What follows belongs to an exercise in optimizing a design on an open flow for small area; a production flow would make more cautious choices. In this exercise RTL edits were held to simulation tests only and were not proved equivalent to the original. No activity file was given, so power comes from the tool's default toggle rates.

### flow/config.mk
export PLATFORM = sky130hd
export DESIGN_NAME = ahb_usb
export DESIGN_NICKNAME = ahb_usb
export VERILOG_FILES = /design/flow/design.v
export SDC_FILE = /design/flow/constraint.sdc
export NUM_CORES = 4
export LEC_CHECK = 0
export CAP_MARGIN = 20
export CORE_MARGIN = 2
export CORE_UTILIZATION = 70
export SLEW_MARGIN = 20
export SYNTH_HIERARCHICAL = 1
### flow/constraint.sdc
create_clock -name core_clock -period 10.0 [get_ports {clk}]
set_input_delay 2.0000 -clock core_clock [delete_from_list [all_inputs] [get_ports {clk}]]
set_output_delay 2.0000 -clock core_clock [all_outputs]
set_load 0.01 [all_outputs]
### flow/design.v
`timescale 1ns / 10ps
module ahb_usb #(
) (
    input clk, n_rst,
    input logic hsel,
    input logic [3:0] haddr,
    input logic [2:0] hsize,
    input logic [1:0] htrans,
    input logic hwrite,
    input logic [2:0] hburst,
    input logic [31:0] hwdata,
    output logic hready,
    output logic [31:0] hrdata,
    output logic hresp,
    input logic dp_in,
    input logic dm_in,
    output logic dp_out,
    output logic dm_out,
    output logic d_mode
);
    logic [2:0] RX_packet, TX_packet;
    logic RX_data_ready, RX_transfer_active, RX_error;
    logic [6:0] buffer_occupancy;
    logic [7:0] RX_data, TX_data;
    logic clear_done, get_RX_data, store_TX_data, clear, TX_error, TX_transfer_active, packet_done;
    logic flush, store_RX_packet_data, get_TX_packet_data;
    logic [7:0] RX_packet_data, TX_packet_data;
    logic last_store_TX_data, last_store_RX_data;
    logic tx_in_wait;
    logic [6:0] waddr, raddr, hw;
    logic [63:0][7:0] mem, mem_d;
    logic clear_flag, any_store, wr, rd;
    logic [7:0] wval, nwval, rdata;
    assign clear_flag = clear | flush;
    assign clear_done = clear_flag;
    assign last_store_TX_data = tx_in_wait;
    assign any_store = last_store_TX_data | last_store_RX_data;
    assign wr = (clear_flag | any_store) & ~waddr[6];
    assign wval = clear_flag ? 8'h00 : (last_store_RX_data ? RX_packet_data : TX_data);
    assign nwval = ~wval;
    logic eq_rw, at_hw;
    assign eq_rw = (raddr == waddr);
    assign at_hw = (waddr == hw);
    assign rd = ~eq_rw & (get_TX_packet_data | get_RX_data);
    always_ff @(posedge clk, negedge n_rst) begin
        if (~n_rst) begin
            last_store_RX_data <= 0;
            waddr <= 0;
            raddr <= 0;
            hw <= 0;
        end else begin
            last_store_RX_data <= store_RX_packet_data;
            if (clear_flag) waddr <= 0;
            else if (any_store & ~waddr[6]) waddr <= waddr + 1;
            if (clear_flag) raddr <= 0;
            else if (rd) raddr <= raddr + 1;
            if (wr && at_hw) hw <= hw + 1;
        end
    end
    logic [63:0] we;
    always_comb
        for (int i = 0; i < 64; i++) we[i] = wr & (waddr[5:0] == i[5:0]);
    logic [63:0] nwe;
    assign nwe = ~we;
    genvar gi, gb;
    generate
        for (gi = 0; gi < 64; gi++) begin : g_byte
            for (gb = 0; gb < 8; gb++) begin : g_bit
                logic hold_n;
                db_nand2 u_h (.a(mem[gi][gb]), .b(nwe[gi]), .y(hold_n));
                db_o21ai u_d (.a1(nwval[gb]), .a2(nwe[gi]), .b1(hold_n), .y(mem_d[gi][gb]));
            end
        end
    endgenerate
    always_ff @(posedge clk)
        mem <= mem_d;
    logic rvalid;
    logic [7:0] rs_lo, rs_hi;
    logic [63:0] rsel;
    assign rvalid = ~(eq_rw & at_hw);
    always_comb begin
        for (int i = 0; i < 8; i++) begin
            rs_lo[i] = (raddr[2:0] == i[2:0]);
            rs_hi[i] = (raddr[5:3] == i[2:0]) & rvalid;
        end
        for (int i = 0; i < 64; i++) rsel[i] = rs_lo[i % 8] & rs_hi[i / 8];
    end
    generate
        for (gb = 0; gb < 8; gb++) begin : g_rd
            logic [21:0] t_n;
            logic [5:0] u;
            logic [2:0] v_n;
            for (gi = 0; gi < 21; gi++) begin : g_t
                db_a222oi u_t (.a1(rsel[3*gi]), .a2(mem[3*gi][gb]),
                               .b1(rsel[3*gi+1]), .b2(mem[3*gi+1][gb]),
                               .c1(rsel[3*gi+2]), .c2(mem[3*gi+2][gb]), .y(t_n[gi]));
            end
            db_nand2 u_t21 (.a(rsel[63]), .b(mem[63][gb]), .y(t_n[21]));
            for (gi = 0; gi < 5; gi++) begin : g_u
                db_nand4 u_u (.a(t_n[4*gi]), .b(t_n[4*gi+1]), .c(t_n[4*gi+2]), .d(t_n[4*gi+3]), .y(u[gi]));
            end
            db_nand2 u_u5 (.a(t_n[20]), .b(t_n[21]), .y(u[5]));
            db_nor2 u_v0 (.a(u[0]), .b(u[1]), .y(v_n[0]));
            db_nor2 u_v1 (.a(u[2]), .b(u[3]), .y(v_n[1]));
            db_nor2 u_v2 (.a(u[4]), .b(u[5]), .y(v_n[2]));
            db_nand3 u_w (.a(v_n[0]), .b(v_n[1]), .c(v_n[2]), .y(rdata[gb]));
        end
    endgenerate
    assign RX_data = get_RX_data ? rdata : 8'h00;
    assign TX_packet_data = (~get_RX_data & get_TX_packet_data) ? rdata : 8'h00;
    assign buffer_occupancy = waddr - raddr;
    if (1) begin : g_ahb
    logic act;
    assign act = hsel & htrans[1];
    logic l_wr, l_t1;
    logic [3:0] l_addr;
    logic [1:0] l_sz;
    logic r_wr, r_t1;
    logic [3:0] r_addr;
    logic [1:0] hr_state, next_hr_state;
    logic [31:0] dbr;
    logic [7:0] tx_ctl, flush_ctl;
    logic tx_busy, tx_wait;
    logic [1:0] tx_n, tx_hs;
    localparam logic [1:0] RX_IDLE = 2'd0, RX_WRDY = 2'd1, RX_ADDR = 2'd2, RX_WADDR = 2'd3;
    logic [1:0] rx_st, rx_n, rx_hs;
    logic error, stall, raw, tx_ready, rx_ready, tx_cont, rx_cont, tx_stall;
    logic r_error, w_error;
    assign hresp = hr_state[1];
    assign raw = act & ~hwrite & r_wr & (r_addr == haddr);
    assign hready = ~hr_state[0] & ~raw;
    assign d_mode = TX_transfer_active;
    assign TX_packet = tx_ctl[2:0];
    assign clear = flush_ctl[0];
    assign tx_ready = act & hwrite & (haddr[3:2] == 2'b00);
    assign rx_ready = act & ~hwrite & (haddr[3:2] == 2'b00);
    assign tx_cont = ~tx_n[0] ? ((tx_hs == 2'd1) || (tx_hs == 2'd2)) : (~tx_n[1] & (tx_hs == 2'd2));
    assign rx_cont = ~rx_n[0] ? ((rx_hs == 2'd1) || (rx_hs == 2'd2)) : (~rx_n[1] & (rx_hs == 2'd2));
    assign tx_stall = tx_busy ? (~tx_wait | tx_cont) : tx_ready;
    always_comb begin
        case (rx_st)
            RX_IDLE: stall = rx_ready | tx_stall;
            RX_WADDR: stall = rx_cont;
            default: stall = 1'b1;
        endcase
    end
    always_comb begin
        case (hsize)
            3'd0: r_error = ~((haddr <= 4'h8) || (haddr == 4'hC) || (haddr == 4'hD));
            3'd1: r_error = ~((haddr == 4'h0) || (haddr == 4'h2) || (haddr == 4'h4) || (haddr == 4'h6) || (haddr == 4'h8) || (haddr == 4'hC) || (haddr == 4'hD));
            3'd2: r_error = ~((haddr == 4'h0) || (haddr == 4'h4) || (haddr == 4'h6) || (haddr == 4'h8) || (haddr == 4'hC) || (haddr == 4'hD));
            default: r_error = 1'b0;
        endcase
        case (hsize)
            3'd0: w_error = ~((haddr[3:2] == 2'b00) || (haddr == 4'hC) || (haddr == 4'hD));
            3'd1: w_error = ~((haddr == 4'h0) || (haddr == 4'h2) || (haddr == 4'hC) || (haddr == 4'hD));
            3'd2: w_error = ~((haddr == 4'h0) || (haddr == 4'hC) || (haddr == 4'hD));
            default: w_error = 1'b0;
        endcase
    end
    assign error = act & ~hresp & (hwrite ? w_error : r_error);
    always_comb begin
        if (hr_state == 2'b11) next_hr_state = 2'b10;
        else if (error) next_hr_state = 2'b11;
        else if (stall) next_hr_state = 2'b01;
        else next_hr_state = 2'b00;
    end
    logic we;
    logic [3:0] lane_we;
    logic tx_we, flush_we;
    assign we = hsel & r_t1 & l_wr;
    always_comb begin
        lane_we = 4'b0000;
        tx_we = 1'b0;
        flush_we = 1'b0;
        case (l_sz)
            2'd0: begin
                if (l_addr[3:2] == 2'b00) lane_we[l_addr[1:0]] = 1'b1;
                tx_we = (l_addr == 4'hC);
                flush_we = (l_addr == 4'hD);
            end
            2'd1: begin
                if (l_addr == 4'h0) lane_we = 4'b0011;
                if (l_addr == 4'h2) lane_we = 4'b1100;
                tx_we = (l_addr == 4'hC);
                flush_we = (l_addr == 4'hC) || (l_addr == 4'hD);
            end
            2'd2: begin
                if (l_addr == 4'h0) lane_we = 4'b1111;
                tx_we = (l_addr == 4'hC);
                flush_we = (l_addr == 4'hC) || (l_addr == 4'hD);
            end
            default: ;
        endcase
    end
    always_ff @(posedge clk, negedge n_rst) begin
        if (~n_rst) begin
            l_wr <= 0;
            l_t1 <= 0;
            l_addr <= 0;
            l_sz <= 0;
            r_wr <= 0;
            r_t1 <= 0;
            r_addr <= 0;
            hr_state <= 2'b00;
            dbr <= 0;
            tx_ctl <= 0;
            flush_ctl <= 0;
            tx_busy <= 0;
            tx_wait <= 0;
            tx_n <= 0;
            tx_hs <= 0;
            rx_st <= RX_IDLE;
            rx_n <= 0;
            rx_hs <= 0;
        end else begin
            if (hready) begin
                l_wr <= hwrite;
                l_t1 <= htrans[1];
                l_addr <= haddr;
                l_sz <= (hsize[2] | (hsize[1] & hsize[0])) ? 2'd3 : hsize[1:0];
            end
            r_wr <= hwrite;
            r_t1 <= htrans[1];
            r_addr <= haddr;
            hr_state <= next_hr_state;
            for (int k = 0; k < 4; k++) begin
                if (rx_st == RX_ADDR && rx_n == k[1:0]) dbr[8*k +: 8] <= RX_data;
                else if (we & lane_we[k]) dbr[8*k +: 8] <= hwdata[8*k +: 8];
            end
            if (packet_done) tx_ctl <= 0;
            else if (we & tx_we) tx_ctl <= hwdata[7:0];
            if (clear_done) flush_ctl <= 0;
            else if (we & flush_we) flush_ctl <= hwdata[15:8];
            if (!tx_busy) begin
                tx_hs <= hsize[1:0];
                tx_n <= haddr[1:0];
                tx_wait <= 1'b0;
                tx_busy <= tx_ready & ~hresp;
            end else if (!tx_wait) begin
                tx_wait <= 1'b1;
            end else begin
                tx_wait <= 1'b0;
                tx_n <= tx_n + 2'd1;
                tx_busy <= tx_cont;
            end
            case (rx_st)
                RX_IDLE: begin
                    rx_hs <= hsize[1:0];
                    if (rx_ready & ~hresp) rx_st <= RX_WRDY;
                end
                RX_WRDY: begin
                    rx_n <= l_addr[1:0];
                    if (RX_data_ready) rx_st <= (l_addr[3:2] == 2'b00) ? RX_ADDR : RX_IDLE;
                end
                RX_ADDR: rx_st <= RX_WADDR;
                default: begin
                    rx_n <= rx_n + 2'd1;
                    rx_st <= rx_cont ? RX_ADDR : RX_IDLE;
                end
            endcase
        end
    end
    assign store_TX_data = tx_busy & ~tx_wait;
    assign tx_in_wait = tx_busy & tx_wait;
    assign get_RX_data = (rx_st == RX_ADDR);
    assign TX_data = dbr[8*tx_n +: 8];
    logic [15:0] status_reg, error_reg;
    assign status_reg = {7'b0, TX_transfer_active, RX_transfer_active, 3'b0, RX_packet, RX_data_ready};
    assign error_reg = {7'b0, TX_error, 7'b0, RX_error};
    always_comb begin
        hrdata = 32'h0;
        if (hsel && l_t1 && ~hresp && ~l_wr) begin
            case (l_sz)
                2'd0: begin
                    case (l_addr)
                        4'h0: hrdata[7:0] = dbr[7:0];
                        4'h1: hrdata[15:8] = dbr[15:8];
                        4'h2: hrdata[23:16] = dbr[23:16];
                        4'h3: hrdata[31:24] = dbr[31:24];
                        4'h4: hrdata[7:0] = status_reg[7:0];
                        4'h5: hrdata[15:8] = status_reg[15:8];
                        4'h6: hrdata[23:16] = error_reg[7:0];
                        4'h7: hrdata[31:24] = error_reg[15:8];
                        4'h8: hrdata[7:0] = {1'b0, buffer_occupancy};
                        4'hC: hrdata[7:0] = tx_ctl;
                        4'hD: hrdata[15:8] = flush_ctl;
                        default: ;
                    endcase
                end
                2'd1: begin
                    case (l_addr)
                        4'h0: hrdata[15:0] = dbr[15:0];
                        4'h2: hrdata[31:16] = dbr[31:16];
                        4'h4: hrdata[15:0] = status_reg;
                        4'h6: hrdata[31:16] = error_reg;
                        4'h8: hrdata[7:0] = {1'b0, buffer_occupancy};
                        4'hC: hrdata[15:0] = {flush_ctl, tx_ctl};
                        4'hD: hrdata[15:8] = flush_ctl;
                        default: ;
                    endcase
                end
                2'd2: begin
                    case (l_addr)
                        4'h0: hrdata = dbr;
                        4'h4: hrdata[15:0] = status_reg;
                        4'h6: hrdata[31:16] = error_reg;
                        4'h8: hrdata[7:0] = {1'b0, buffer_occupancy};
                        4'hC: hrdata[15:0] = {flush_ctl, tx_ctl};
                        4'hD: hrdata[15:8] = flush_ctl;
                        default: ;
                    endcase
                end
                default: ;
            endcase
        end
    end
    end
    logic [7:0] encoded_TX_packet_data, pidbyte;
    logic c8bit_rollover_flag, tx_clk_div, tx_clear, counter_clear, bit_counter_en;
    logic en_clk_div_tx;
    always_comb begin
        case (TX_packet)
            1 : pidbyte = 8'b11010111;
            2 : pidbyte = 8'b00100111;
            3 : pidbyte = 8'b11001001;
            4 : pidbyte = 8'b00111001;
            5 : pidbyte = 8'b01000001;
            default: pidbyte = 8'h01;
        endcase
    end
    assign en_clk_div_tx = (TX_packet < 6) && (TX_packet != 0);
    assign TX_error = (TX_packet > 5);
    logic [3:0] tx_bitc;
    always_ff @(posedge clk, negedge n_rst) begin
        if (~n_rst) tx_bitc <= 0;
        else if (counter_clear) tx_bitc <= 0;
        else if (bit_counter_en) tx_bitc <= (tx_bitc == 4'd8) ? 4'd1 : tx_bitc + 4'd1;
    end
    assign c8bit_rollover_flag = (tx_bitc == 4'd8);
    logic [3:0] tx_c8;
    logic [1:0] tx_c3;
    logic tx_cnt_en, tx_c8f, tx_c3f;
    assign tx_c8f = (tx_c8 == 4'd8);
    assign tx_c3f = (tx_c3 == 2'd3);
    always_ff @(posedge clk, negedge n_rst) begin
        if (~n_rst) begin
            tx_c8 <= 0;
            tx_c3 <= 0;
            tx_cnt_en <= 0;
        end else begin
            if (tx_clear) tx_c8 <= 0;
            else if (tx_cnt_en) tx_c8 <= tx_c8f ? 4'd1 : tx_c8 + 4'd1;
            if (tx_clear) tx_c3 <= 0;
            else if (tx_c8f) tx_c3 <= tx_c3f ? 2'd1 : tx_c3 + 2'd1;
            tx_cnt_en <= en_clk_div_tx & (~tx_cnt_en | ~(tx_c8f & tx_c3f));
        end
    end
    assign tx_clk_div = ((tx_c8f & ~tx_c3f) | ~tx_cnt_en) & en_clk_div_tx & (tx_c8 != 4'd0);
    assign encoded_TX_packet_data[7] = TX_packet_data[7];
    always_comb
        for (int i = 6; i >= 0; i--)
            encoded_TX_packet_data[i] = TX_packet_data[i] ? encoded_TX_packet_data[i+1] : ~encoded_TX_packet_data[i+1];
    if (1) begin : g_txf
        logic  clk_div;
        assign clk_div = tx_clk_div;
        logic [2:0] tx_packet;
        assign tx_packet = TX_packet;
        logic  buff_empty;
        assign buff_empty = eq_rw;
        logic [7:0] encoded_tx_packet_data;
        assign encoded_tx_packet_data = encoded_TX_packet_data;
        logic  get_tx_packet_data;
        assign get_TX_packet_data = get_tx_packet_data;
        logic  tx_transfer_active;
        assign TX_transfer_active = tx_transfer_active;
        logic  clear;
        assign tx_clear = clear;
        logic  DP_OUT;
        assign dp_out = DP_OUT;
        logic  DM_OUT;
        assign dm_out = DM_OUT;
    logic [7:0] syncbyte, crcbyte1, crcbyte2, parallel_in;
    logic shift_enable, load_enable;
    logic serial_out;
    logic serial_out_dp, serial_out_sr;
    assign syncbyte = 8'b01010100;
    assign crcbyte1 = 8'b00010001;
    assign crcbyte2 = 8'b00100010;
        localparam logic [4:0] IDLE = 5'd0;
    localparam logic [4:0] LoadSYNC = 5'd1;
    localparam logic [4:0] ShiftSYNC = 5'd2;
    localparam logic [4:0] SYNCWait = 5'd3;
    localparam logic [4:0] LoadPID = 5'd4;
    localparam logic [4:0] PIDWait = 5'd5;
    localparam logic [4:0] ShiftPID = 5'd6;
    localparam logic [4:0] LoadCRC1 = 5'd7;
    localparam logic [4:0] CRC1Wait = 5'd8;
    localparam logic [4:0] ShiftCRC1 = 5'd9;
    localparam logic [4:0] LoadCRC2 = 5'd10;
    localparam logic [4:0] CRC2Wait = 5'd11;
    localparam logic [4:0] ShiftCRC2 = 5'd12;
    localparam logic [4:0] LoadDATA = 5'd13;
    localparam logic [4:0] DATAWait = 5'd14;
    localparam logic [4:0] ShiftDATA = 5'd15;
    localparam logic [4:0] LoadEOP = 5'd16;
    localparam logic [4:0] ShiftEOP = 5'd17;
    localparam logic [4:0] EOPWait = 5'd18;
    localparam logic [4:0] PacketDone = 5'd19;
    logic [4:0] state, n_state;
    always_ff @( posedge clk, negedge n_rst ) begin
        if (n_rst == 0) begin
            state <= IDLE;
        end
        else begin
            state <= n_state;
        end
    end
    always_comb begin : Transition
        case (state)
            IDLE : begin
                if ((tx_packet > 0) && (tx_packet < 6)) begin
                    n_state = LoadSYNC;
                end
                else begin
                    n_state = IDLE;
                end
            end
            LoadSYNC : begin
                n_state = SYNCWait;
            end
            ShiftSYNC : begin
                n_state = SYNCWait;
            end
            SYNCWait : begin
                if ((clk_div == 1) && (c8bit_rollover_flag != 1)) begin
                    n_state = ShiftSYNC;
                end
                else if (((clk_div == 1) && (c8bit_rollover_flag == 1))) begin
                    n_state = LoadPID;
                end
                else begin
                    n_state = SYNCWait;
                end
            end
            LoadPID : begin
                n_state = PIDWait;
            end
            ShiftPID : begin
                    n_state = PIDWait;
            end
            PIDWait : begin
                if ((clk_div == 1) && (c8bit_rollover_flag != 1)) begin
                    n_state = ShiftPID;
                end
                else if ((clk_div == 1) && (c8bit_rollover_flag == 1) && ((tx_packet == 1) || (tx_packet == 2)) ) begin
                    n_state = LoadDATA;
                end
                else if ((clk_div == 1) && (c8bit_rollover_flag == 1))begin
                    n_state = LoadCRC1;
                end
                else begin
                    n_state = PIDWait;
                end
            end
            LoadDATA : begin
                n_state = DATAWait;
            end
            ShiftDATA : begin
                n_state = DATAWait;
            end
            DATAWait : begin
                if ((clk_div == 1) && (c8bit_rollover_flag != 1)) begin
                    n_state = ShiftDATA;
                end
                else if ((clk_div == 1) && (c8bit_rollover_flag == 1) && (!buff_empty)) begin
                    n_state = LoadDATA;
                end
                else if ((clk_div == 1) && (c8bit_rollover_flag == 1) && (buff_empty))begin
                    n_state = LoadCRC1;
                end
                else begin
                    n_state = DATAWait;
                end
            end
            LoadCRC1 : begin
                n_state = CRC1Wait;
            end
            ShiftCRC1 : begin
                n_state = CRC1Wait;
            end
            CRC1Wait : begin
                if ((clk_div == 1) && (c8bit_rollover_flag != 1)) begin
                    n_state = ShiftCRC1;
                end
                else if ((clk_div == 1) && (c8bit_rollover_flag == 1)) begin
                    n_state = LoadCRC2;
                end
                else begin
                    n_state = CRC1Wait;
                end
            end
            LoadCRC2 : begin
                n_state = CRC2Wait;
            end
            ShiftCRC2 : begin
                n_state = CRC2Wait;
            end
            CRC2Wait : begin
                if ((clk_div == 1) && (c8bit_rollover_flag != 1)) begin
                    n_state = ShiftCRC2;
                end
                else if ((clk_div == 1) && (c8bit_rollover_flag == 1)) begin
                    n_state = LoadEOP;
                end
                else begin
                    n_state = CRC2Wait;
                end
            end
            LoadEOP : begin
                if (clk_div == 1) begin
                    n_state = ShiftEOP;
                end
                else begin
                    n_state = state;
                end
            end
            ShiftEOP : n_state = EOPWait;
            EOPWait : begin
                if (clk_div == 1) begin
                    n_state = PacketDone;
                end
                else begin
                    n_state = state;
                end
            end
            PacketDone : n_state = IDLE;
            default: n_state = IDLE;
        endcase
    end
    always_comb begin : Output
        parallel_in = '0;
        serial_out_dp = 0;
        case (state)
            IDLE : begin
                clear = 0;
                counter_clear = 1;
                tx_transfer_active = 0;
                packet_done = 0;
                shift_enable = 0;
                load_enable = 1;
                bit_counter_en = 0;
                parallel_in = 8'h80;
                get_tx_packet_data = 0;
            end
            LoadSYNC : begin
                clear = 0;
                counter_clear = 0;
                tx_transfer_active = 1;
                packet_done = 0;
                shift_enable = 1;
                load_enable = 1;
                bit_counter_en = 0;
                parallel_in = syncbyte;  
                get_tx_packet_data = 0;
            end
            ShiftSYNC : begin
                clear = 0;
                counter_clear = 0;
                tx_transfer_active = 1;
                packet_done = 0;
                shift_enable = 1;
                load_enable = 0;
                bit_counter_en = 1;
                get_tx_packet_data = 0;
            end
            SYNCWait : begin
                clear = 0;
                counter_clear = 0;
                tx_transfer_active = 1;
                packet_done = 0;
                shift_enable = 0;
                load_enable = 0;
                bit_counter_en = 0;
                get_tx_packet_data = 0;
            end
            LoadPID : begin
                clear = 0;
                counter_clear = 1;
                tx_transfer_active = 1;
                packet_done = 0;
                shift_enable = 1;
                load_enable = 1;
                bit_counter_en = 0;
                parallel_in = pidbyte;
                get_tx_packet_data = 0;
            end
            PIDWait : begin
                clear = 0;
                counter_clear = 0;
                tx_transfer_active = 1;
                packet_done = 0;
                shift_enable = 0;
                load_enable = 0;
                bit_counter_en = 0;
                get_tx_packet_data = 0;
            end
            ShiftPID : begin
                clear = 0;
                counter_clear = 0;
                tx_transfer_active = 1;
                packet_done = 0;
                shift_enable = 1;
                load_enable = 0;
                bit_counter_en = 1;
                get_tx_packet_data = 0;
            end
            LoadDATA : begin
                clear = 0;
                counter_clear = 1;
                tx_transfer_active = 1;
                packet_done = 0;
                shift_enable = 1;
                load_enable = 1;
                bit_counter_en = 0;
                parallel_in = encoded_tx_packet_data;
                get_tx_packet_data = 1;
            end
            DATAWait : begin
                clear = 0;
                counter_clear = 0;
                tx_transfer_active = 1;
                packet_done = 0;
                shift_enable = 0;
                load_enable = 0;
                bit_counter_en = 0;
                get_tx_packet_data = 0;
            end
            ShiftDATA : begin
                clear = 0;
                counter_clear = 0;
                tx_transfer_active = 1;
                packet_done = 0;
                shift_enable = 1;
                load_enable = 0;
                bit_counter_en = 1;
                get_tx_packet_data = 0;
            end
            LoadCRC1 : begin
                clear = 0;
                counter_clear = 1;
                tx_transfer_active = 1;
                packet_done = 0;
                shift_enable = 1;
                load_enable = 1;
                bit_counter_en = 0;
                parallel_in = crcbyte1;
                get_tx_packet_data = 0;
            end
            CRC1Wait : begin
                clear = 0;
                counter_clear = 0;
                tx_transfer_active = 1;
                packet_done = 0;
                shift_enable = 0;
                load_enable = 0;
                bit_counter_en = 0;
                get_tx_packet_data = 0;
            end
            ShiftCRC1 : begin
                clear = 0;
                counter_clear = 0;
                tx_transfer_active = 1;
                packet_done = 0;
                shift_enable = 1;
                load_enable = 0;
                bit_counter_en = 1;
                get_tx_packet_data = 0;
            end
            LoadCRC2 : begin
                clear = 0;
                counter_clear = 1;
                tx_transfer_active = 1;
                packet_done = 0;
                shift_enable = 1;
                load_enable = 1;
                bit_counter_en = 1;
                parallel_in = crcbyte2;
                get_tx_packet_data = 0;
            end
            CRC2Wait : begin
                clear = 0;
                counter_clear = 0;
                tx_transfer_active = 1;
                packet_done = 0;
                shift_enable = 0;
                load_enable = 0;
                bit_counter_en = 0;
                get_tx_packet_data = 0;
            end
            ShiftCRC2 : begin
                clear = 0;
                counter_clear = 0;
                tx_transfer_active = 1;
                packet_done = 0;
                shift_enable = 1;
                load_enable = 0;
                bit_counter_en = 1;
                get_tx_packet_data = 0;
            end
            LoadEOP : begin
                clear = 0;
                counter_clear = 1;
                tx_transfer_active = 1;
                packet_done = 0;
                shift_enable = 1;
                load_enable = 1;
                bit_counter_en = 0;
                get_tx_packet_data = 0;
            end
            ShiftEOP : begin
                clear = 0;
                counter_clear = 0;
                tx_transfer_active = 1;
                packet_done = 0;
                shift_enable = 1;
                load_enable = 0;
                bit_counter_en = 1;
                get_tx_packet_data = 0;
            end
            EOPWait : begin
                clear = 0;
                counter_clear = 0;
                tx_transfer_active = 1;
                packet_done = 0;
                shift_enable = 0;
                load_enable = 0;
                bit_counter_en = 0;
                get_tx_packet_data = 0;
            end
            PacketDone : begin
                clear = 1;
                counter_clear = 1;
                tx_transfer_active = 0;
                packet_done = 1;
                shift_enable = 0;
                load_enable = 1;
                bit_counter_en = 0;
                get_tx_packet_data = 0;
                parallel_in = 8'h80;
                serial_out_dp = 1;
            end
            default: begin
                clear = 1;
                counter_clear = 1;
                tx_transfer_active = 0;
                packet_done = 0;
                shift_enable = 0;
                load_enable = 1;
                bit_counter_en = 0;
                get_tx_packet_data = 0;
            end
        endcase
    end
    logic [7:0] sr;
    always_ff @( posedge clk, negedge n_rst ) begin
        if (!n_rst)
            sr <= 8'hFF;
        else if (load_enable)
            sr <= parallel_in;
        else if (shift_enable)
            sr <= {sr[6:0], 1'b0};
    end
    assign serial_out_sr = sr[7];
    assign serial_out = serial_out_sr || serial_out_dp;
    assign DP_OUT = serial_out;
    always_comb begin
        if ((state == LoadEOP) || (state == ShiftEOP) || (state == EOPWait)) begin
            DM_OUT = 0;
        end
        else begin
            DM_OUT = ~serial_out;
        end
    end
    end
    logic dp_s1, dp_s, dm_s1, dm_s;
    always_ff @(posedge clk, negedge n_rst) begin
        if (~n_rst) begin
            dp_s1 <= 1'b1;
            dp_s <= 1'b1;
            dm_s1 <= 1'b0;
            dm_s <= 1'b0;
        end else begin
            dp_s1 <= dp_in;
            dp_s <= dp_s1;
            dm_s1 <= dm_in;
            dm_s <= dm_s1;
        end
    end
    logic rx_clk_div, d_edge, d_orig, eop, eop_error;
    logic rx_clear, en_clk_div_rx, shift_in, clear_clk, store_packet, shift_enable, count_en;
    logic NRZI_en, clear_4clk, clk_4_en, addr_check, addr_right, addr_wrong;
    logic rollover_flag_3, byte_strobe, readjust, clear_diff_count;
    logic [7:0] packet_data;
    logic [1:0] eop_count;
    logic prev_dp, prev_dm, se0p;
    assign se0p = ~prev_dp & ~prev_dm;
    always_ff @(posedge clk, negedge n_rst) begin
        if (~n_rst) begin
            eop_count <= 0;
            prev_dm <= 0;
            prev_dp <= 1;
        end else if (rx_clear) begin
            eop_count <= 0;
        end else if (rx_clk_div) begin
            eop_count <= se0p ? eop_count + 2'd1 : 2'd0;
            prev_dm <= dm_s;
            prev_dp <= dp_s;
        end
    end
    assign eop = (eop_count == 2'd2) & ~se0p;
    assign eop_error = ((eop_count == 2'd1) & ~se0p) | ((eop_count == 2'd2) & se0p);
    logic [3:0] rx_c8;
    logic [1:0] rx_c3;
    logic rx_cnt_en, rx_c8f, rx_c3f, en_cd_rx;
    assign rx_c8f = (rx_c8 == 4'd8);
    assign rx_c3f = (rx_c3 == 2'd3);
    assign en_cd_rx = en_clk_div_rx & ~readjust;
    always_ff @(posedge clk, negedge n_rst) begin
        if (~n_rst) begin
            rx_c8 <= 0;
            rx_c3 <= 0;
            rx_cnt_en <= 0;
        end else begin
            if (clear_clk) rx_c8 <= 0;
            else if (rx_cnt_en) rx_c8 <= rx_c8f ? 4'd1 : rx_c8 + 4'd1;
            if (clear_clk) rx_c3 <= 0;
            else if (rx_c8f) rx_c3 <= rx_c3f ? 2'd1 : rx_c3 + 2'd1;
            rx_cnt_en <= en_cd_rx & (~rx_cnt_en | ~(rx_c8f & rx_c3f));
        end
    end
    assign rx_clk_div = ((rx_c8f & ~rx_c3f) | ~rx_cnt_en) & en_cd_rx & (rx_c8 != 4'd0) & ~clear_diff_count;
    logic dp_prev;
    always_ff @(posedge clk, negedge n_rst) begin
        if (~n_rst) dp_prev <= 1'b1;
        else if (NRZI_en) dp_prev <= dp_s;
    end
    assign d_orig = ~(dp_s ^ dp_prev);
    assign d_edge = dp_s ^ dp_prev;
    always_ff @(posedge clk, negedge n_rst) begin
        if (~n_rst) packet_data <= 8'hFF;
        else if (shift_enable) packet_data <= {d_orig, packet_data[7:1]};
    end
    logic [15:0] data_register;
    logic [3:0] next_pid;
    logic [2:0] rx_packet_r;
    assign next_pid = shift_in ? packet_data[3:0] : data_register[11:8];
    always_ff @(posedge clk, negedge n_rst) begin
        if (~n_rst) begin
            data_register <= 16'b0;
            rx_packet_r <= 3'b0;
        end else begin
            if (shift_in) data_register <= {packet_data, data_register[15:8]};
            if (store_packet) begin
                case (next_pid)
                    4'b0001: rx_packet_r <= 3'b001;  
                    4'b1001: rx_packet_r <= 3'b010;  
                    4'b0010: rx_packet_r <= 3'b011;  
                    4'b0011: rx_packet_r <= 3'b100;  
                    4'b1011: rx_packet_r <= 3'b101;  
                    default: rx_packet_r <= 3'b000;
                endcase
            end
        end
    end
    assign RX_packet = rx_packet_r;
    assign RX_packet_data = data_register[7:0];
    assign addr_right = addr_check & (data_register[10:0] == 11'b10111010101);
    assign addr_wrong = addr_check & (data_register[10:0] != 11'b10111010101);
    logic [3:0] byte_cnt;
    logic [1:0] four_cnt;
    logic [5:0] div_cnt;
    always_ff @(posedge clk, negedge n_rst) begin
        if (~n_rst) begin
            byte_cnt <= 0;
            four_cnt <= 0;
            div_cnt <= 0;
            clear_diff_count <= 0;
        end else begin
            if (rx_clear) byte_cnt <= 0;
            else if (count_en) byte_cnt <= byte_strobe ? 4'd1 : byte_cnt + 4'd1;
            if (clear_4clk) four_cnt <= 0;
            else if (clk_4_en) four_cnt <= rollover_flag_3 ? 2'd1 : four_cnt + 2'd1;
            if (clear_diff_count) div_cnt <= 0;
            else if (rx_clk_div) div_cnt <= readjust ? 6'd1 : div_cnt + 6'd1;
            clear_diff_count <= readjust;
        end
    end
    assign byte_strobe = (byte_cnt == 4'd8);
    assign rollover_flag_3 = (four_cnt == 2'd2);
    assign readjust = (div_cnt == 6'd45);
    if (1) begin : g_rxc
        logic  clk_div;
        assign clk_div = rx_clk_div;
        logic  buffer_full;
        assign buffer_full = waddr[6] & (raddr == 7'd0);
        logic  rx_error;
        assign RX_error = rx_error;
        logic  rx_dr;
        assign RX_data_ready = rx_dr;
        logic  rx_busy;
        assign RX_transfer_active = rx_busy;
        logic  store_rx_data;
        assign store_RX_packet_data = store_rx_data;
        logic  en_clk_div;
        assign en_clk_div_rx = en_clk_div;
        logic  clear;
        assign rx_clear = clear;
        logic  shift_en;
        assign shift_enable = shift_en;
localparam logic crc_right = 1'b1, crc_wrong = 1'b0, bitstuff_error = 1'b0;
logic store_data, crc_check, send_packet, EOP_en;
    localparam logic [5:0] IDLE = 6'd0;
    localparam logic [5:0] START = 6'd1;
    localparam logic [5:0] SAMPLE = 6'd2;
    localparam logic [5:0] SYNC_WAIT = 6'd3;
    localparam logic [5:0] SYNC = 6'd4;
    localparam logic [5:0] PID_WAIT = 6'd5;
    localparam logic [5:0] PID = 6'd6;
    localparam logic [5:0] FLUSH = 6'd7;
    localparam logic [5:0] FLUSH_WAIT = 6'd8;
    localparam logic [5:0] START_SHIFT = 6'd9;
    localparam logic [5:0] DATA_WAIT = 6'd10;
    localparam logic [5:0] DATA_WAIT2 = 6'd11;
    localparam logic [5:0] DATA_SHIFT = 6'd12;
    localparam logic [5:0] STORE_DATA = 6'd13;
    localparam logic [5:0] DATA_CRC = 6'd14;
    localparam logic [5:0] CRC_WAIT = 6'd15;
    localparam logic [5:0] DATA_EOP = 6'd16;
    localparam logic [5:0] DATA_IDLE = 6'd17;
    localparam logic [5:0] DATA_ERROR = 6'd18;
    localparam logic [5:0] TOKEN_SHIFT = 6'd19;
    localparam logic [5:0] TOKEN_WAIT1 = 6'd20;
    localparam logic [5:0] TOKEN_WAIT2 = 6'd21;
    localparam logic [5:0] TOKEN_WAIT3 = 6'd22;
    localparam logic [5:0] TOKEN_DATA1 = 6'd23;
    localparam logic [5:0] TOKEN_DATA2 = 6'd24;
    localparam logic [5:0] TOKEN_ADDR_WAIT = 6'd25;
    localparam logic [5:0] TOKEN_ADDR = 6'd26;
    localparam logic [5:0] TOKEN_CRC = 6'd27;
    localparam logic [5:0] TOKEN_CRC_WAIT = 6'd28;
    localparam logic [5:0] TOKEN_EOP = 6'd29;
    localparam logic [5:0] ACK_SHIFT = 6'd30;
    localparam logic [5:0] ACK_WAIT = 6'd31;
    localparam logic [5:0] ACK_SEND = 6'd32;
    localparam logic [5:0] EIDLE = 6'd33;
    localparam logic [5:0] EOP_CHECK = 6'd34;
    logic [5:0] state, next_state;
always_ff @(posedge clk, negedge n_rst) begin
    if(~n_rst) begin
        state <= IDLE;
    end
    else begin
        state <= next_state;
    end
end
always_comb begin
    next_state = state;
    case(state)
    IDLE: next_state = eop ? EIDLE : d_edge ? START : IDLE ; 
    START: next_state = eop ? EIDLE : rollover_flag_3 ? SAMPLE : START;
    SAMPLE: next_state = eop? EIDLE : SYNC_WAIT;
    SYNC_WAIT: next_state = eop ? EIDLE : byte_strobe ? SYNC : SYNC_WAIT ; 
    SYNC: next_state = eop ? EIDLE: (packet_data == 8'h80) ? PID_WAIT : EIDLE ;
    PID_WAIT: next_state = eop  ? EIDLE : byte_strobe? PID : PID_WAIT;
    PID: begin
        if(eop)
            next_state = EIDLE;
        case(packet_data)
        8'b11100001, 8'b01101001: next_state = TOKEN_SHIFT;  
        8'b11000011, 8'b01001011: next_state = FLUSH;  
        8'b11010010: next_state = ACK_SHIFT;  
        default: next_state = EIDLE;
        endcase
    end
    FLUSH: next_state = (eop ||bitstuff_error) ? EIDLE : FLUSH_WAIT; 
    FLUSH_WAIT: next_state = (eop ||bitstuff_error) ? EIDLE : byte_strobe ? START_SHIFT : FLUSH_WAIT;
    START_SHIFT: next_state = (eop || bitstuff_error) ? EIDLE : byte_strobe ? DATA_WAIT : START_SHIFT;
    DATA_WAIT: next_state = (eop_error ||bitstuff_error) ? EIDLE : eop ? DATA_CRC : byte_strobe ? DATA_SHIFT : DATA_WAIT;
    DATA_SHIFT: next_state = (eop_error || bitstuff_error || buffer_full) ? DATA_ERROR : eop ? DATA_CRC : DATA_WAIT2;
    DATA_WAIT2: next_state = (eop_error || bitstuff_error) ? DATA_ERROR : eop ? DATA_CRC : byte_strobe ? STORE_DATA : DATA_WAIT2;
    STORE_DATA: next_state = (eop_error || bitstuff_error || buffer_full) ? DATA_ERROR : eop ? DATA_CRC : DATA_SHIFT;
    DATA_ERROR: next_state = EIDLE;
    DATA_CRC: next_state = eop_error ? DATA_ERROR : CRC_WAIT;
    CRC_WAIT: next_state = crc_wrong ? EIDLE : crc_right ? DATA_EOP : CRC_WAIT; 
    DATA_EOP: next_state = DATA_IDLE; 
    DATA_IDLE : next_state = d_edge ? START : DATA_IDLE;
    TOKEN_SHIFT: next_state =  (eop || bitstuff_error) ? EIDLE : TOKEN_WAIT1;
    TOKEN_WAIT1:next_state = (eop || bitstuff_error) ? EIDLE : byte_strobe ? TOKEN_DATA1 : TOKEN_WAIT1;
    TOKEN_DATA1: next_state = (eop|| bitstuff_error) ? EIDLE : TOKEN_WAIT2;
    TOKEN_WAIT2: next_state = (eop || bitstuff_error) ? EIDLE : byte_strobe ? TOKEN_DATA2 : TOKEN_WAIT2;
    TOKEN_DATA2: next_state = (eop || bitstuff_error) ? EIDLE : TOKEN_WAIT3;
    TOKEN_WAIT3: next_state = (eop_error || bitstuff_error || addr_wrong) ? EIDLE : eop ? TOKEN_ADDR_WAIT : TOKEN_WAIT3;
    TOKEN_ADDR_WAIT: next_state = (eop_error) ? EIDLE : TOKEN_ADDR;
    TOKEN_ADDR: next_state = (eop_error || addr_wrong) ? EIDLE : addr_right ?  TOKEN_CRC : TOKEN_ADDR;
    TOKEN_CRC: next_state = TOKEN_CRC_WAIT;
    TOKEN_CRC_WAIT: next_state = (crc_wrong || eop_error || bitstuff_error) ? EIDLE : crc_right ? TOKEN_EOP : TOKEN_CRC_WAIT;
    TOKEN_EOP: next_state = IDLE;
    ACK_SHIFT: next_state = (eop_error ||bitstuff_error) ? EIDLE: ACK_WAIT;
    ACK_WAIT: next_state = (eop_error ||bitstuff_error) ? EIDLE: eop? ACK_SEND : ACK_WAIT;
    ACK_SEND: next_state = EOP_CHECK;
    EOP_CHECK: next_state = eop_error ? EIDLE : eop? EOP_CHECK : IDLE;
    EIDLE: next_state = d_edge ? START : EIDLE;
    default: next_state = IDLE;
    endcase
end
always_comb begin
    flush = 0;
    rx_error = 0; 
    rx_dr = 0;
    rx_busy = 1;
    store_rx_data = 0;
    store_data = 0;
    crc_check = 0;
    send_packet = 0;
    shift_in = 0;
    clear = 0;
    en_clk_div = 1;
    store_packet = 0;
    addr_check = 0;
    shift_en = ((clk_div == 1) || (rollover_flag_3 == 1 ));
    NRZI_en = ((clk_div == 1)) || (rollover_flag_3 == 1);
    count_en = ((clk_div == 1)) || (rollover_flag_3 == 1);
    EOP_en = clk_div;
    clear_clk = 0;
    clk_4_en = 0;
    clear_4clk = 0;
    case(state)
    IDLE: begin
        en_clk_div = 0;
        rx_busy = 0;
        clear = 1;
        clear_4clk = 1;
        send_packet = 1;
        shift_en = 0;
        count_en = 0;
        clear_clk = 1;
    end
    START: begin
        en_clk_div = 0;
        clk_4_en = 1;
    end
    SAMPLE: begin
        en_clk_div = 1;
        clear_4clk = 1;
    end
    SYNC_WAIT: begin
        en_clk_div = 1;
    end
    SYNC: begin
        en_clk_div = 1;
        clear = 1;    
    end
    PID_WAIT: begin
        en_clk_div = 1; 
    end
    PID: begin  
        en_clk_div = 1;
        clear = 1;
    end
    FLUSH: begin
        flush = 1;
        shift_in  = 1;
        en_clk_div = 1;        
    end
    FLUSH_WAIT: begin
        flush = 0;
        shift_in = 0;
        store_packet = 1;
    end
    START_SHIFT: begin
        en_clk_div = 1;
        shift_in = 1;
        store_data = 0;
        clear = 1;
    end
    DATA_WAIT: begin 
        en_clk_div = 1;
        shift_in = 0;
    end
    DATA_SHIFT: begin
        en_clk_div = 1;
        store_data = 0;
        shift_in = 1;
        clear = 1;
    end
    DATA_WAIT2: begin 
        en_clk_div = 1;
        shift_in = 0;
    end
    STORE_DATA: begin
        en_clk_div = 1;
        store_data = 1;
        shift_in  = 0;
        store_rx_data = 1;
        clear = 1;
    end
    DATA_ERROR: begin
        rx_error = 1;
        flush = 1;  
        clear = 1;
    end
    DATA_CRC: begin
        en_clk_div = 1;
        store_data = 0;
        crc_check = 1;
        shift_in = 0;
        store_data = 0; 
    end
    CRC_WAIT: begin
        en_clk_div = 1;
        crc_check = 0;
    end
    DATA_EOP: begin
        en_clk_div = 1;
        rx_dr = 1;  
        clear = 1;
    end
    DATA_IDLE: begin
        rx_dr = 1;
        rx_busy = 0;
        clear = 1;
        send_packet = 1;
        clear_clk = 1;
        clear_4clk = 1;
        en_clk_div = 0;
    end
    TOKEN_SHIFT:begin
        en_clk_div = 1;
        shift_in = 1;
        store_packet  = 1;
        clear = 1;
    end
    TOKEN_WAIT1:begin
        en_clk_div = 1;
        shift_in = 0;
    end
    TOKEN_DATA1: begin
        en_clk_div = 1;
        shift_in= 1;
        clear = 1;
    end
    TOKEN_WAIT2:begin
        en_clk_div = 1;
        shift_in = 0;
    end
    TOKEN_DATA2: begin
        en_clk_div = 1;
        shift_in= 1;
        clear = 1;
    end
    TOKEN_WAIT3:begin
        en_clk_div = 1;
        shift_in = 0;
    end
    TOKEN_ADDR_WAIT: begin
        en_clk_div = 1;
        addr_check = 1;
    end
    TOKEN_ADDR: begin
        en_clk_div = 1;
        addr_check = 1;
    end
    TOKEN_CRC: begin
        en_clk_div = 1;
        crc_check = 1;
    end
    TOKEN_CRC_WAIT: begin 
        en_clk_div = 1;
        crc_check = 0;
    end
    TOKEN_EOP: begin
        send_packet = 1;
        clear = 1;
    end
    ACK_SHIFT: begin
        shift_in = 1; 
    end
    ACK_WAIT: begin
        store_packet = 1;
    end
    ACK_SEND: begin
        send_packet = 1;
    end
    EOP_CHECK: begin
        clear = 1;
    end
    EIDLE: begin
        rx_error = 1;
        rx_busy = 0;  
        clear = 1;
        clear_clk = 1;
        clear_4clk = 1;
        en_clk_div = 0;
    end
    endcase
end
    end
endmodule
module db_nor2 (input logic a, b, output logic y);
    assign y = ~(a | b);
endmodule
module db_nand2 (input logic a, b, output logic y);
    assign y = ~(a & b);
endmodule
module db_nand3 (input logic a, b, c, output logic y);
    assign y = ~(a & b & c);
endmodule
module db_nand4 (input logic a, b, c, d, output logic y);
    assign y = ~(a & b & c & d);
endmodule
module db_o21ai (input logic a1, a2, b1, output logic y);
    assign y = ~((a1 | a2) & b1);
endmodule
module db_a222oi (input logic a1, a2, b1, b2, c1, c2, output logic y);
    assign y = ~((a1 & a2) | (b1 & b2) | (c1 & c2));
endmodule
### flow/flow/run.sh
#!/bin/bash
# Standard ORFS layout (the standard.sh, standard synthesis unchanged) with
# two layout-only knobs:
#  - buffer the ports with the smallest buffer
#  - clock tree from clkbuf_16 with larger sink clusters and no dummy loads
set -euo pipefail
export BUFFER_PORTS_ARGS="-buffer_cell sky130_fd_sc_hd__buf_1"
export CTS_ARGS="-sink_clustering_enable -repair_clock_nets -sink_clustering_size 33 -sink_clustering_max_diameter 60 -buf_list sky130_fd_sc_hd__clkbuf_16 -dont_use_dummy_load"
bash standard.sh > standard.log 2>&1
### flow/standard.sh
#!/bin/bash
# synth_recipe.tcl (not shown) runs the flow's synth.tcl, then flattens the netlist and writes it again
# the make line also repeats each setting of config.mk as NAME=value (left out here)
make -C /OpenROAD-flow-scripts/flow DESIGN_CONFIG=/design/flow/config.mk WORK_HOME=/design/flow/orfs CLKGATE_MAP_FILE= SYNTH_SCRIPT=/design/flow/synth_recipe.tcl "${@:-finish}"
==> results.yml, run 1 <==
status:
  status: "timing/DRC/antenna clean"
critical_path:
  critPathLaunchType: "flip-flop"
  worstReg2RegEnd: "g_txf.sr[0]"
  critPathKind: "reg -> reg"
  cp_max_fo: 9
  arrival_ps: 6770
  reg2reg_from: "raddr[2]"
  rrSetupSlack_ps: 3640
  r2r_cells: 19
  critPathRequiredTime_ps: 10410
  end_kind: "flip-flop"
global_routing:
  grt_pass1_vias: 24300
  grt_max_degree: 185
  antenna_found_initial: 1
  grt_pass1_wl_um: 134000
  grt.met1_usage: 0.515
  grt_use_total: 0.382
  grt_util_met3: 0.0688
  grt-ovfl-total: 0
  grt_use_met2: 0.591
  busiest_layer: "met2"
route:
  wl_per_cell_um: 21.8
  ant_nets: 0
  drtIter0Drc: 4022
  vias: 26500
  vias_per_cell: 6.76
  route.detailed.drc: 0
  dr.pass1.iters: 8
  wl_um: 85400
power_and_ir_drop:
  power.density_nw_per_um2: 253
  p_int_mw: 4.65
  peakVddDrop_mv: 0.387
  p_leak_nw: 11.6
  pwr-share-seq: 0.441
  combPwrFrac: 0.360
  switching_share: 0.417
  p_sw_mw: 3.32
  p_clk_frac: 0.199
clock_tree:
  cts_tree: "yes"
  postCtsSetupRepairBufs: 0
  numCtsBuffers: 40
  htree_levels: 2
  hold_buffers: 0
  clock-sinks: 696
  cts-root-buf: "clkbuf_16"
  clk_pin_slew_ps: 90
  ctsResizeCount: 0
  clk_latency_ps: 620
  cts_buffer_depth: 3
synthesis:
  synth_area_um2: 29600
  syn_nets: 3418
  synth_edf_count: 0
  synthArstFlopShare: 0.264
  synth_area_per_cell_um2: 8.91
  ys_seq_area_frac: 0.503
  synthFlopType: "dfxtp_1"
  synth_seq_cells: 696
  yosysTopAreaCell: "dfxtp_1"
  synthCells: 3318
  ys_types: 80
  yosysTopAreaCellShare: 0.347
  yosys_warnings: 7
  yosys-top-cells-area: "dfxtp_1 35%, dfrtp_1 14%, nand2_1 9.3%"
floorplan:
  chipHeight_um: 210
  num_rows: 75
  pin_count: 87
  core_area_um2: 41900
  chipWidth_um: 210
  die-area_um2: 43900
  initial_core_util: 0.706
place:
  port_buffers: 82
  place_congestion: 0.983
  dpl.hpwl_um: 57100
  placedCellCount: 3876
  place_ws_ps: 4100
layout:
  drive_gt1_frac: 0.0474
  fin_util: 0.751
  multi_input_comb_area_um2: 14200
  num-fill-cells: 3114
  diodes: 0
  fin_cells: 3916
  ff_latch_area_um2: 14900
  area_delta_synth_final_pct: 6.37
  nets: 3479
sta:
  min_period_over_period: 0.636
  setup_ws_ps: 3640
  drv_slew: 0
  tightestPinTransition_ps: 1150
  skew_ps: 89.5
  grt_setup_unrepaired: "false"
  holdWs_ps: 368
  setup_violations: 0
  finalHoldViolCount: 0
  timing.fmax_ghz: 0.157
  relSlewSlack: 0.233
  fin_crit_ps: 6360
  setup_tns_ps: 0
worst_hold_path:
  hold_end: "dp_s"
  whs_path_depth: 0
  worstHoldStart: "dp_s1"
  hold_class: "reg -> reg"
run:
  maxCapViolations: 0
-- worst max-delay path by stage --
stage | endpoint | startpoint | slack [ps]
finish | g_txf.sr[0] | raddr[2] | 3640
global route | g_txf.sr[0] | raddr[2] | 3600
CTS | g_txf.sr[0] | raddr[2] | 3920
detailed placement | g_txf.sr[0] | raddr[2] | 4100
global placement | g_txf.sr[0] | raddr[2] | 4210
floorplan | hrdata[8] | hsel | 4970
-- worst max-delay path, cell delays in order (launching register included) --
cell      delay (ps)
dfrtp_1          490
inv_1            150
ha_1             370
nand2_1           60
or3_1            500
nor2_1           290
nor2_1            90
nand2_1          380
nor2_1           260
a222oi_1         600
nand4_1          230
nor2_1           360
nand3_1          480
xor3_1           580
xnor3_1          280
xor2_1           240
xnor2_1          210
xnor2_1          120
o21ai_0          260
o311ai_0         210
-- cells in the mapped netlist (49+ instances only) --
cell and count:
a21oi_1 90, a222oi_1 169, dfxtp_1 512, inv_1 52
nor2_1 256, mux2i_1 63, clkbuf_1 70, dfrtp_1 164
o21ai_1 515, nand2_1 729, nand4_1 53, ha_1 49
o21ai_0 99
-- kinds of logic (layout without fill, tap and decap cells) --
| family | after synthesis | count (layout) | synth area share |
|---|---|---|---|
| compound gates | 1013 | 1013 | 0.215 |
| xor+xnor | 48 | 48 | 0.0152 |
| fa+ha+maj | 50 | 50 | 0.0214 |
| buf+inv | 139 | 198 | 0.0182 |
| flops | 696 | 696 | 0.503 |
| mux | 113 | 113 | 0.0442 |
| simple gates | 1259 | 1259 | 0.183 |
-- per-module statistics from Yosys, one instance, submodules excluded, a selection --
module,area [um^2],times used,cells inside
db_nand4,6.26,40,1
db_nand2,3.75,528,1
ahb_usb,23000,1,2038
db_nor2,3.75,24,1
db_nand3,5.00,8,1
db_o21ai,5.00,512,1
-- state kept, by name, indices dropped and copies added (netlist names), 7 cells and up --
| register | cells |
|---|---|
| packet_data | 8 |
| g_ahb.tx_ctl | 8 |
| data_register | 16 |
| g_ahb.flush_ctl | 8 |
| waddr | 7 |
| mem | 512 |
| g_txf.sr | 8 |
| raddr | 7 |
| hw | 7 |
| g_ahb.dbr | 32 |
-- power by group through the flow --
stage | sequential (mW) | clock [mW] | combinational [mW]
floorplan | 3.35 | 0 | 1.94
global placement | 3.54 | 0 | 2.67
detailed placement | 3.56 | 0 | 2.76
CTS | 3.50 | 1.60 | 2.78
global route | 3.56 | 1.69 | 3.05
finish | 3.52 | 1.58 | 2.87
-- routing by layer --
layer  routed length, um  part of all wire
met5                  17           0.00020
met1               33900              0.40
met4                5130             0.060
met2               38200              0.45
met3                8170             0.096
-- through the flow --
stage | power, mW | instance area, um^2
after floorplan | 5.29 | 29600
after global placement | 6.21 | 30400
after detailed placement | 6.32 | 30400
after CTS | 7.87 | 31400
after global routing | 8.30 | 31400
final | 7.96 | 31400
-- layout by cell type (no fill, tap or decap), drive strengths merged, types with 8 or more instances in the layout --
| cell type | instances |
|---|---|
| nor3 | 27 |
| o21ai | 614 |
| nand3 | 43 |
| a222oi | 169 |
| mux2 | 40 |
| mux4 | 10 |
| and2 | 28 |
| a211oi | 16 |
| a31oi | 11 |
| a21boi | 10 |
| or3 | 8 |
| o22ai | 13 |
| inv | 52 |
| clkbuf | 41 |
| dfrtp | 164 |
| nor4 | 12 |
| xnor2 | 25 |
| xor2 | 21 |
| mux2i | 63 |
| a21oi | 90 |
| o21a | 8 |
| nand2b | 32 |
| nand2 | 729 |
| dfstp | 20 |
| a22oi | 15 |
| nand4 | 53 |
| nor2 | 256 |
| buf | 104 |
| and3 | 12 |
| dfxtp | 512 |
| nor2b | 23 |
| ha | 49 |
-- layout make-up --
type,count,area share
sequential,696,0.473
inverter,53,0.00633
clock buffer,40,0.0318
tap,539,0.0214
multi-input combinational,2483,0.451
timing repair buffer,105,0.0158
==> run 2: changes to the inputs <==
==> flow/flow/run.sh (replaced) <==
#!/bin/bash
# Standard ORFS layout (the standard.sh, standard synthesis unchanged) with
# two layout-only knobs:
#  - buffer the ports with the smallest buffer
#  - clock tree from clkbuf_16 with larger sink clusters and no dummy loads
set -euo pipefail
export BUFFER_PORTS_ARGS="-buffer_cell sky130_fd_sc_hd__buf_1"
export CTS_ARGS="-sink_clustering_enable -repair_clock_nets -sink_clustering_size 36 -sink_clustering_max_diameter 70 -buf_list sky130_fd_sc_hd__clkbuf_16 -dont_use_dummy_load"
bash standard.sh > standard.log 2>&1
--- a/flow/config.mk
+++ b/flow/config.mk
@@ -8,5 +8,5 @@
 export CAP_MARGIN = 20
 export CORE_MARGIN = 2
-export CORE_UTILIZATION = 70
+export CORE_UTILIZATION = 80
 export SLEW_MARGIN = 20
 export SYNTH_HIERARCHICAL = 1
==> run 2 against run 1 <==
  * Die area decreased by 12%
  * Wire length is 4.4% higher
  * Via count increased by 4.5%
  * Sequential share of layout area rose by 0.35 points
  * Power decreased by 0.14%
==> results.yml, run 2 <==
status:
  status: "timing/DRC/antenna clean"
place:
  placed_cell_area_um2: 30300
  placedCellCount: 3801
  place_congestion: 0.985
  port_buffers: 82
  dpl.hpwl_um: 58900
global_routing:
  antenna_found_initial: 1
  grt_pass1_wl_um: 139000
  grt_pass1_vias: 26200
  grt-ovfl-total: 0
  grt_max_degree: 84
  grt_use_total: 0.455
power_and_ir_drop:
  p_sw_mw: 3.39
  switching_share: 0.426
  combPwrFrac: 0.369
  power.density_nw_per_um2: 255
  peakVddDrop_mv: 0.445
  p_leak_nw: 11.5
  pwr-share-seq: 0.446
  p_clk_frac: 0.185
  p_int_mw: 4.56
synthesis:
  synth_common_cells: "729 x nand2_1, 515 x o21ai_1, 512 x dfxtp_1"
  yosysTopAreaCellShare: 0.347
  synthFlopType: "dfxtp_1"
  ys_types: 80
  yosysTopAreaCell: "dfxtp_1"
  synth_seq_cells: 696
  yosys_warnings: 7
  synthCells: 3318
  synthArstFlopShare: 0.264
  synth_most_common_cell: "nand2_1"
  synth_area_per_cell_um2: 8.91
  yosys-top-cells-area: "dfxtp_1 35%, dfrtp_1 14%, nand2_1 9.3%"
  synth_area_um2: 29600
  syn_nets: 3418
  synth_edf_count: 0
  ys_seq_area_frac: 0.503
layout:
  stdcell_area_um2: 31200
  drive_gt1_frac: 0.0457
  area_delta_synth_final_pct: 5.58
  fin_cells: 3837
  diodes: 0
  largest_reg_flops: 512
  layout_commonest_cell: "nand2_1"
  reg.largest.list: "mem: 512 flops, g_ahb.dbr: 32 flops, data_register: 16 flops"
  final_cell_mix: "721 x nand2_1, 516 x o21ai_1, 512 x dfxtp_1"
  regMostFlops: "mem"
  nets: 3471
route:
  vias_per_cell: 7.21
  dr.pass1.iters: 10
  route.detailed.drc: 0
  wl_per_cell_um: 23.2
  wl_um: 89100
  ant_nets: 0
  drtIter0Drc: 4477
  vias: 27700
clock_tree:
  numCtsBuffers: 35
  clk_latency_ps: 620
  htree_levels: 2
  postCtsSetupRepairBufs: 0
  clk_pin_slew_ps: 110
  clock-sinks: 696
  hold_buffers: 0
  ctsResizeCount: 0
  cts_tree: "yes"
  cts-root-buf: "clkbuf_16"
  cts_buffer_depth: 3
floorplan:
  initial_core_util: 0.810
  pin_count: 87
  core_area_um2: 36500
  num_rows: 70
  chipWidth_um: 196
  die-area_um2: 38500
  chipHeight_um: 196
critical_path:
  cp_num_buf_inv: 1
  cp_common_cell: "nor2_1"
  end_kind: "flip-flop"
  critPathRequiredTime_ps: 10420
  critPathKind: "reg -> reg"
  critPathTopFamily: "simple AND/OR/NAND/NOR gates"
  arrival_ps: 6870
  critPathLaunchType: "flip-flop"
  crit_slowest_cell: "a222oi_1"
  cp_max_fo: 8
  cp_cell_sequence: "inv_1 > ha_1 > nand2_1 > or3_1 > nor2_1 > nor2_1 > nand2_1 > nor2_1 > a222oi_1 > nand4_1 > nor2_1 > nand3_1 > xor3_1 > xnor3_1 > xor2_1 > xnor2_1 > xnor2_1 > o21ai_0 > o311ai_0"
  slowest_delay_ps: 580
sta:
  setup_violations: 0
  tightestPinTransition_ps: 1190
  min_period_over_period: 0.644
  holdWs_ps: 361
  drv_slew: 0
  finalHoldViolCount: 0
  timing.fmax_ghz: 0.155
  grt_setup_unrepaired: "false"
  fin_crit_ps: 6440
  relSlewSlack: 0.200
  skew_ps: 86.6
  setup_tns_ps: 0
worst_hold_path:
  hold_class: "reg -> reg"
run:
  maxCapViolations: 0
## run 2: cell counts after synthesis
Identical to the previous run, type by type.
## run 2: area by class of cell
| class | count | area, um^2 |
|---|---|---|
| Sequential cell | 696 | 14900 |
| Multi-Input combinational cell | 2483 | 14200 |
| Fill cell | 2044 | 5310 |
| Clock buffer | 35 | 876 |
| Tap cell | 468 | 586 |
| Timing Repair Buffer | 102 | 465 |
| Inverter | 53 | 199 |
## run 2: worst paths after layout
kind                       startpoint  slack [ps]  cells after the start            end
setup / recovery             raddr[5]        3560                     19    g_txf.sr[0]
hold / removal                  dm_s1         360                      0           dm_s
setup reg to reg             raddr[5]        3560                     19    g_txf.sr[0]
hold reg to reg                 dm_s1         360                      0           dm_s
max in group asynchronous       n_rst        7260                      2  g_ahb.dbr[25]
min in group asynchronous       n_rst        1400                      1       rx_c8[3]
## run 2: Yosys stat by module (local to each module, per instance), a selection
module | area, um^2 | cells | copies in the design
db_a222oi | 10.0 | 1 | 168
db_nand2 | 3.75 | 1 | 528
db_nand3 | 5.00 | 1 | 8
db_nand4 | 6.26 | 1 | 40
db_nor2 | 3.75 | 1 | 24
db_o21ai | 5.00 | 1 | 512
## run 2: per-layer routing
metal	global-route usage	up-vias	share of wire
met5	0	-	0.00012
met4	0.298	2	0.080
met3	0.0999	551	0.13
met2	0.712	2157	0.44
met1	0.575	12800	0.35
li1	-	12200	-
## run 2: cells by family (layout without fill, tap and decap cells)
kind of cell             count (synthesis)  count (layout)  share of synthesized area
AND/OR/NAND/NOR                       1259            1259                      0.183
AO/OA/AOI/OAI                         1013            1013                      0.215
flip-flops                             696             696                      0.503
buffers and inverters                  139             190                     0.0182
multiplexers                           113             113                     0.0442
adder cells (fa/ha/maj)                 50              50                     0.0214
XOR/XNOR                                48              48                     0.0152
## run 2: stage by stage
step            util  total power [mW]  worst slack (ps)
2_1_floorplan      -              5.29              4970
6_report       0.855              7.95              3560
3_5_place_dp   0.830              6.34              4200
4_1_cts        0.854              7.77              4070
3_3_place_gp   0.830              6.15              4240
5_1_grt        0.855              8.21              3540
## run 2: power groups by stage
stage / Combinational, mW / Clock, mW / Sequential, mW
after detailed placement: 2.76 / 0 / 3.58
after CTS: 2.79 / 1.46 / 3.52
after floorplan: 1.94 / 0 / 3.35
final: 2.93 / 1.47 / 3.55
after global routing: 3.07 / 1.56 / 3.58
after global placement: 2.61 / 0 / 3.54
==> run 3: changes to the inputs <==
--- a/flow/config.mk
+++ b/flow/config.mk
@@ -8,5 +8,5 @@
 export CAP_MARGIN = 20
 export CORE_MARGIN = 2
-export CORE_UTILIZATION = 80
+export CORE_UTILIZATION = 70
 export SLEW_MARGIN = 20
 export SYNTH_HIERARCHICAL = 1
==> run 3 against run 2 <==
  * Still clean on timing, DRC and antenna
  * Utilization is 11 points lower
  * Setup slack better by 240 ps
  * Wire length is 4.4% lower
  * Sequential cell count stayed put
  * Synthesized area stayed put
  * Sequential power hardly changed
  * Clock skew is 18 ps lower
  * Cell count is 2.0% higher
  * Worst hold slack worse by 9.7 ps
  * Clock-buffer cell count is 1 higher
  * Power is 0.78% lower
  * Design area is 0.51% higher
  * Critical path type unchanged
  * Largest cell class unchanged
  * Largest power group unchanged
==> results.yml, run 3 <==
floorplan:
  core_area_um2: 41900
  pin_count: 87
  die-area_um2: 43900
  initial_core_util: 0.706
  num_rows: 75
  chipWidth_um: 210
  chipHeight_um: 210
synthesis:
  synth_mux_area_frac: 0.0442
  yosysTopAreaCell: "dfxtp_1"
  yosysTopAreaCellShare: 0.347
  synthCells: 3318
  synth_common_cells: "729 x nand2_1, 515 x o21ai_1, 512 x dfxtp_1"
  synth_area_per_cell_um2: 8.91
  synthAdderAreaFrac: 0.0214
  synth_compound_area_frac: 0.215
  synth_seq_cells: 696
  synth_simple_gate_area_frac: 0.183
  synth_area_um2: 29600
  synth_most_common_cell: "nand2_1"
  yosys-top-cells-area: "dfxtp_1 35%, dfrtp_1 14%, nand2_1 9.3%"
  syn_nets: 3418
  synthFlopType: "dfxtp_1"
  synthXorXnorAreaFrac: 0.0152
  ys_types: 80
  synthArstFlopShare: 0.264
  synth_top_family_by_area: "compound AO/OA/AOI/OAI gates"
  synth_edf_count: 0
  ys_seq_area_frac: 0.503
  yosys_warnings: 7
clock_tree:
  hold_buffers: 0
  numCtsBuffers: 36
  cts-root-buf: "clkbuf_16"
  clk_pin_slew_ps: 80
  ctsResizeCount: 0
  postCtsSetupRepairBufs: 0
  clock-sinks: 696
  cts_buffer_depth: 3
  cts_tree: "yes"
  htree_levels: 2
  clk_latency_ps: 610
status:
  status: "timing/DRC/antenna clean"
global_routing:
  grt_max_degree: 185
  grt_use_met2: 0.586
  grt_util_met3: 0.0783
  antenna_found_initial: 0
  grt-ovfl-total: 0
  grt_use_total: 0.381
  grt.met1_usage: 0.510
  grt_pass1_wl_um: 133000
  grt_pass1_vias: 24300
  busiest_layer: "met2"
layout:
  reg.largest.list: "mem: 512 flops, g_ahb.dbr: 32 flops, data_register: 16 flops"
  diodes: 0
  drive_gt1_frac: 0.0465
  largest_reg_flops: 512
  area_delta_synth_final_pct: 6.12
  layout_commonest_cell: "nand2_1"
  regMostFlops: "mem"
  nets: 3476
  fin_util: 0.750
  final_cell_mix: "721 x nand2_1, 515 x o21ai_1, 512 x dfxtp_1"
route:
  vias_per_cell: 6.77
  vias: 26500
  wl_per_cell_um: 21.8
  dr.pass1.iters: 10
  wl_um: 85200
  drtIter0Drc: 3836
  route.detailed.drc: 0
  ant_nets: 0
place:
  dpl.hpwl_um: 57100
  place_congestion: 0.983
  port_buffers: 82
  place_ws_ps: 4100
sta:
  min_period_over_period: 0.620
  setup_ws_ps: 3800
  holdWs_ps: 351
  setup_violations: 0
  setup_tns_ps: 0
  drv_slew: 0
  fin_crit_ps: 6200
  timing.fmax_ghz: 0.161
  tightestPinTransition_ps: 1110
  finalHoldViolCount: 0
  skew_ps: 69.1
  relSlewSlack: 0.250
  grt_setup_unrepaired: "false"
power_and_ir_drop:
  switching_share: 0.419
  pwr-share-seq: 0.446
  peakVddDrop_mv: 0.389
  p_leak_nw: 11.6
  p_int_mw: 4.58
  p_clk_frac: 0.191
  power.density_nw_per_um2: 251
  combPwrFrac: 0.364
  p_sw_mw: 3.31
critical_path:
  arrival_ps: 6630
  critPathKind: "reg -> reg"
  critPathRequiredTime_ps: 10430
  cp_max_fo: 8
  end_kind: "flip-flop"
  critPathLaunchType: "flip-flop"
run:
  maxCapViolations: 0
worst_hold_path:
  hold_class: "reg -> reg"
==> run 3: cell count changes in the layout (fill, tap and decap cells not counted) <==
cell       previous run  this run
buf_4                19        22
a41oi_1               0         1
a41oi_2               1         0
buf_12                0         1
buf_16                0         1
buf_6                 1         0
clkbuf_16            35        36
nor3_1               25        26
nor3_2                1         0
o21ai_0              98        99
o21ai_1             516       515
==> run 3: metal layers <==
metal  routed length, um  part of all wire  vias to the layer above
met5                   0                 0                        -
met4                5210             0.061                        0
met3                8710              0.10                      283
met2               37800              0.44                     1504
met1               33500              0.39                    12500
li1                    -                 -                    12200
==> run 3: cell type report <==
type | instances | area, um^2
clock buffers | 36 | 901
fillers | 3096 | 10500
inverters | 53 | 199
multi-input cells | 2483 | 14200
flip-flops and latches | 696 | 14900
well taps | 539 | 674
repair buffers | 106 | 524
==> run 3: power groups by stage <==
| stage | Combinational [mW] | Sequential [mW] | Clock (mW) |
|---|---|---|---|
| after floorplan | 1.94 | 3.35 | 0 |
| after global placement | 2.67 | 3.54 | 0 |
| after detailed placement | 2.76 | 3.56 | 0 |
| after CTS | 2.78 | 3.50 | 1.51 |
| after global routing | 3.06 | 3.56 | 1.61 |
| final | 2.87 | 3.52 | 1.50 |
==> run 3: final timing paths <==
check / slack, ps / to / start / cells after the start
setup / recovery: 3800 / g_txf.sr[0] / raddr[5] / 19
hold / removal: 350 / dm_s / dm_s1 / 0
setup reg to reg: 3800 / g_txf.sr[0] / raddr[5] / 19
hold reg to reg: 350 / dm_s / dm_s1 / 0
max in group asynchronous: 7600 / g_txf.state[2] / n_rst / 3
min in group asynchronous: 1410 / div_cnt[3] / n_rst / 2
==> run 3: per-stage QoR <==
stage               power [mW]  std cells  cell area (um^2)
floorplan                 5.29       3318             29600
global placement          6.21       3876             30400
detailed placement        6.32       3876             30400
CTS                       7.79       3912             31300
global route              8.23       3913             31400
finish                    7.89       3913             31400
==> run 3: worst max-delay path, stage by stage (launching register included) <==
cell      delay (ps)
dfrtp_1          480
inv_1            150
ha_1             370
nand2_1           60
or3_1            500
nor2_1           290
nor2_1           130
nand3_1          400
nor2_1           290
a222oi_1         550
nand4_1          230
nor2_1           220
nand3_1          430
xor3_1           640
xnor3_1          280
xor2_1           190
xnor2_1          290
xnor2_1          100
o21ai_0          240
o311ai_0         200
==> run 3: kinds of logic after synthesis <==
logic type / after synthesis
muxes: 113
xor gates and xnor gates: 48
adders and majority gates: 50
buffers and inverters: 139
and+or+nand+nor: 1259
AOI/OAI and AO/OA: 1013
DFF: 696
==> run 3: per-module statistics from Yosys, one instance, submodules excluded <==
module,cell area (um^2),cells inside,copies in the design,flops+latches
db_nand4,6.26,1,40,0
db_nor2,3.75,1,24,0
db_a222oi,10.0,1,168,0
db_o21ai,5.00,1,512,0
db_nand2,3.75,1,528,0
db_nand3,5.00,1,8,0
ahb_usb,23000,2038,1,696

-- afterwards: timing with drivers on the ports --
The results above use ideal ports. As a check the final layouts listed here were re-extracted and re-timed, cells and wires unchanged.
Step 1 sets driving cells, clkbuf_16 on the clock port and buf_2 on the other inputs (assumed; they add their load-dependent delay and slew).
Step 2 adds t to the input delays and takes it off the output delays; t is the mean of the earliest and latest rising clock arrival at the registers after step 1. Input paths then give back, and output paths get back, about the clock's delay inside the block.
Three values: ideal ports, drivers, drivers and shift; two values: the first two.
| run | shift t [ns] | slack for setup (ns) | clock arrival spread, ns | slew at the worst register clock pin (ns) |
|---|---|---|---|---|
| run 1 | 0.635 | 3.643 / 3.643 / 3.643 | 0.090 / 0.091 | 0.11 / 0.11 |
| run 2 | 0.641 | 3.555 / 3.555 / 3.555 | 0.086 / 0.087 | 0.12 / 0.12 |
| run 3 | 0.631 | 3.800 / 3.800 / 3.800 | 0.069 / 0.069 | 0.12 / 0.12 |
After both steps every run listed still meets setup and hold.
